Background: an optimization exercise with open tools, aiming at small area, a short achievable clock period and few clock cycles. Do not read the settings as production practice.
RTL that was checked went through simulation tests only; none was proved equivalent to the original.
No activity file was given, so power comes from the tool's default toggle rates.

// process
module process (
        input                clk,
        input                rst,
        input  [23:0]        in_pix,
        output [7:0]         str_addr,
        input  [15:0]        str_data,
        output reg [5:0]     row, col,
        output reg           out_we,
        output [23:0]        out_pix,
        output reg           gray_done,
        output reg           compress_done,
        output reg           encode_done
    );
clock: 25.0 ns
lec_check: 0
abc_area: 1
cap_margin: 20
core_margin: 2
core_utilization: 40
slew_margin: 20
standard.sh (not shown) runs the stock make flow with config.mk's settings and CLKGATE_MAP_FILE= SYNTH_SCRIPT=/design/flow/synth_recipe.tcl, a recipe that flattens the netlist after the stock synthesis.
==> flow/flow/run.sh <==
#!/bin/bash
# The standard layout, with ORFS's repair_timing aiming for a setup slack
# of at least 19 ns at the design's 25 ns clock, so that the port buffers and
# slow drivers on the longest paths are sized for speed. make's full output
# goes to standard.log; ORFS keeps each step's log under orfs/logs.
set -euo pipefail
bash standard.sh SETUP_SLACK_MARGIN=19 finish > standard.log 2>&1
Then changed:
--- a/flow/design.v
+++ b/flow/design.v
@@ -167,21 +167,20 @@
 		compress_done <= 1'b0;
 		n_we  = 1'b0;
 		n_tag = T_NONE;
 		nb_ph = ph;
 		nb_cp = cp;
 		nb_ep = ep;
 		am    = A_HOLD;
 		p3go  = 1'b0;
 		case (ph)
 		PH_GRAY: begin
-			g_q <= mm[8:1];
 			gs  <= gs + 2'd1;
 			am  = (gs == 2'd3) ? A_INC : A_TOG;
 			n_we = ~gs[1] & gs[0] | gs[1] & ~gs[0];
 			if (gs == 2'd3 && {blk, k} == 12'hfff) begin
 				gray_done <= 1'b1;
 				nb_ph = PH_CMP;
 				nb_cp = C_P1;
 				n_tag = T_P1;
 				n_we  = 1'b0;
 				x4 <= 1'b1;
@@ -213,21 +212,20 @@
 					am = A_INC;
 					if (k != 4'd15)
 						n_tag = T_P2;
 					else begin
 						nb_cp = C_P1; n_tag = T_P1;
 					end
 				end
 			default: ;
 			endcase
 			if (p3go) begin
-				g_q <= bm[15] ? avgB + qh : avgB - ql;
 				bm  <= {bm[14:0], 1'b0};
 				n_we = 1'b1;
 			end
 		end
 		PH_ENC: begin
 			case (ep)
 			E_RD: begin
 				if (k == 4'd0)
 					qv <= str_data;
 				if (k != 4'd15) begin
@@ -236,37 +234,37 @@
 					nb_ep = E_AL;
 			end
 			default: begin
 				if (ep == E_AL)
 					x2 <= s_al;
 				nb_ep = E_WK;
 				if (val != 16'd0) begin
 					qv <= v3;
 					x3 <= pp + 4'd1;
 					am = A_WALK;
-					if (r3 != 2'd0) begin
+					if (r3 != 2'd0)
 						n_we = 1'b1;
-						g_q  <= (r3 == 2'd1) ? lvl + 8'd1 : lvl - 8'd1;
-					end
 				end else if (blk != 8'd255) begin
 					am = A_NEXT;
 					nb_ep = E_RD;
 					n_tag = T_ER;
 				end else begin
 					nb_ph = PH_DONE;
 					encode_done <= 1'b1;
 				end
 			end
 			endcase
 		end
 		default: ;
 		endcase
+		g_q <= ph[1] ? ((r3 == 2'd1) ? lvl + 8'd1 : lvl - 8'd1) :
+		       ph[0] ? (bm[15] ? avgB + qh : avgB - ql) : mm[8:1];
 		a_inc = {blk, k | {4{am == A_NEXT}}} + 12'd1;
 		case (am)
 		A_INC, A_NEXT: n_a = a_inc;
 		A_TOG:         n_a = {blk, k[3:1], ~k[0]};
 		A_DEC:         n_a = {blk - 8'd1, 4'd0};
 		A_CLRK:        n_a = {blk, 4'd0};
 		A_WALK:        n_a = {blk, pp};
 		default:       n_a = {blk, k};
 		endcase
 		n_row = {n_a[11:8], n_a[3:2]};
The changed run completed without violations.
Setup slack loses 0.0063 ns.
Clock-buffer cell count came out higher by 2.
Die area came out lower by 0.49%.
Maximum frequency hardly moves.
Worst hold slack gains 0.0067 ns.
Register-to-register slack gains 0.19 ns.
No functional check of the RTL was part of any run of this note.

--- another note on this design; it stands on its own ---

## process
module process (
        input                clk,
        input                rst,
        input  [23:0]        in_pix,
        output [7:0]         str_addr,
        input  [15:0]        str_data,
        output reg [5:0]     row, col,
        output reg           out_we,
        output [23:0]        out_pix,
        output reg           gray_done,
        output reg           compress_done,
        output reg           encode_done
    );
	localparam PH_GRAY = 2'd0, PH_CMP = 2'd1, PH_ENC = 2'd2, PH_DONE = 2'd3;
	localparam C_P1 = 2'd0, C_P3 = 2'd1, C_P2 = 2'd2;
	localparam T_NONE = 2'd0, T_P1 = 2'd1, T_P2 = 2'd2, T_ER = 2'd3;
	localparam A_HOLD = 3'd0, A_INC = 3'd1, A_TOG = 3'd2, A_DEC = 3'd3,
	           A_CLRK = 3'd4, A_WALK = 3'd5, A_NEXT = 3'd6, A_RP = 3'd7;
	reg [1:0]  ph;
	reg [1:0]  cp;           
	wire [1:0] gs = {cp[0], k[0]};    
	reg [7:0]  g_q;          
	reg [1:0]  v_tag;        
	reg [1:0]  d_tag;        
	reg [3:0]  d_k;          
	reg [23:0] in_q;
	reg [11:0] S;            
	reg [12:0] D;            
	reg [4:0]  beta;
	reg [15:0] bm;           
	reg [15:0] qv;           
	reg [7:0]  x0;           
	reg [3:0]  x3;           
	reg        x4;           
	wire [7:0] qh = qv[15:8], ql = qv[7:0], avgB = x0, num = D[11:4];
	wire [3:0] rh = D[3:0], rl = x3;
	wire       first = x4;
	wire [15:0] val = qv;
	wire [7:0] q0 = x0, oth = D[7:0];
	wire [3:0] s = D[11:8], p = x3;
	wire       found = x4;
	wire [7:0] blk = {row[5:2], col[5:2]};
	wire [3:0] k   = {row[1:0], col[1:0]};
	assign out_pix  = {8'd0, g_q, 8'd0};
	assign str_addr = blk;
	wire [7:0] G = in_q[15:8];
	wire [7:0] cr = in_q[23:16], cg = in_q[15:8], cb = in_q[7:0];
	wire       rg  = cr >= cg, rb = cr >= cb, gb = cg >= cb;
	wire [7:0] mx  = (rg & rb) ? cr : gb ? cg : cb;
	wire [7:0] mn  = (~rg & ~rb) ? cr : gb ? cb : cg;
	wire [8:0] mm  = mx + mn;
	wire [7:0] avg  = S[11:4];
	wire [8:0] diff = {1'b0, G} - {1'b0, avg};
	wire       ge   = ~diff[8];
	wire [4:0] dl   = 5'd16 - beta;
	wire [4:0] th   = {rh, num[7]};
	wire [4:0] tl   = {rl, num[7]};
  ...
clock: 25.0 ns
lec_check: 0
abc_area: 1
cap_margin: 20
core_margin: 2
core_utilization: 40
cts_buf_list: sky130_fd_sc_hd__clkbuf_8
slew_margin: 20
standard.sh (not shown) runs the stock make flow with config.mk's settings and CLKGATE_MAP_FILE= SYNTH_SCRIPT=/design/flow/synth_recipe.tcl, a recipe that flattens the netlist after the stock synthesis.
==> flow/flow/run.sh <==
#!/bin/bash
# The standard layout, with ORFS's repair_timing aiming for a setup slack
# of at least 19 ns at the design's 25 ns clock, so that the port buffers and
# slow drivers on the longest paths are sized for speed. make's full output
# goes to standard.log; ORFS keeps each step's log under orfs/logs.
set -euo pipefail
bash standard.sh SETUP_SLACK_MARGIN=19 finish > standard.log 2>&1
Testbench counts at the start, summed over its fixed seeds: cycles 415,987.
Then changed:
- CTS_BUF_LIST: sky130_fd_sc_hd__clkbuf_8 -> unset
Count of clock-buffer cells in the layout came out higher by 5.
Setup slack improved by 12 ps.
Critical path depth is unchanged.
Non-clock buffer count came out lower by 5.
Via count came out lower by 0.50%.
Routed wire length stays flat.
Then changed:
- CTS_CLUSTER_DIAMETER: unset -> 300
- CTS_CLUSTER_SIZE: unset -> 60
Effect: The changed run completed without violations; wire length is unchanged; clock power barely changes; power does not change; synthesized area is unchanged.

what the ideal ports hide:
The results above use ideal ports. As a check the final layouts listed here were re-extracted and re-timed, cells and wires unchanged.
Step 1 (the two cells are an assumption about what drives the block):
set clk [get_ports {clk}]
set_driving_cell -lib_cell sky130_fd_sc_hd__clkbuf_16 $clk
set_driving_cell -lib_cell sky130_fd_sc_hd__buf_2 [delete_from_list [all_inputs] $clk]
Step 2 also shifts input and output timing later by t, the mid clock arrival at the registers, as if the neighbouring blocks saw the same clock.
Slacks: ideal / step 1 / step 2; pairs: ideal / step 1.
run	shift t [ns]	slack for setup (ns)	worst hold slack (ns)
the first run of note 1	0.484	19.043 / 18.992 / 18.656	0.401 / 0.401 / 0.401
the second run of note 1	0.487	19.037 / 18.985 / 18.913	0.407 / 0.407 / 0.407
the first run of note 2	0.529	19.017 / 18.970 / 18.709	0.453 / 0.453 / 0.453
the second run of note 2	0.488	19.029 / 18.979 / 18.704	0.409 / 0.409 / 0.409
the third run of note 2	0.488	19.029 / 18.979 / 18.704	0.409 / 0.409 / 0.409
After both steps every run listed still meets setup and hold. For the first run of note 1, which loses most, drivers alone change the setup slack by -0.051 ns; drivers and shift together by -0.387 ns.
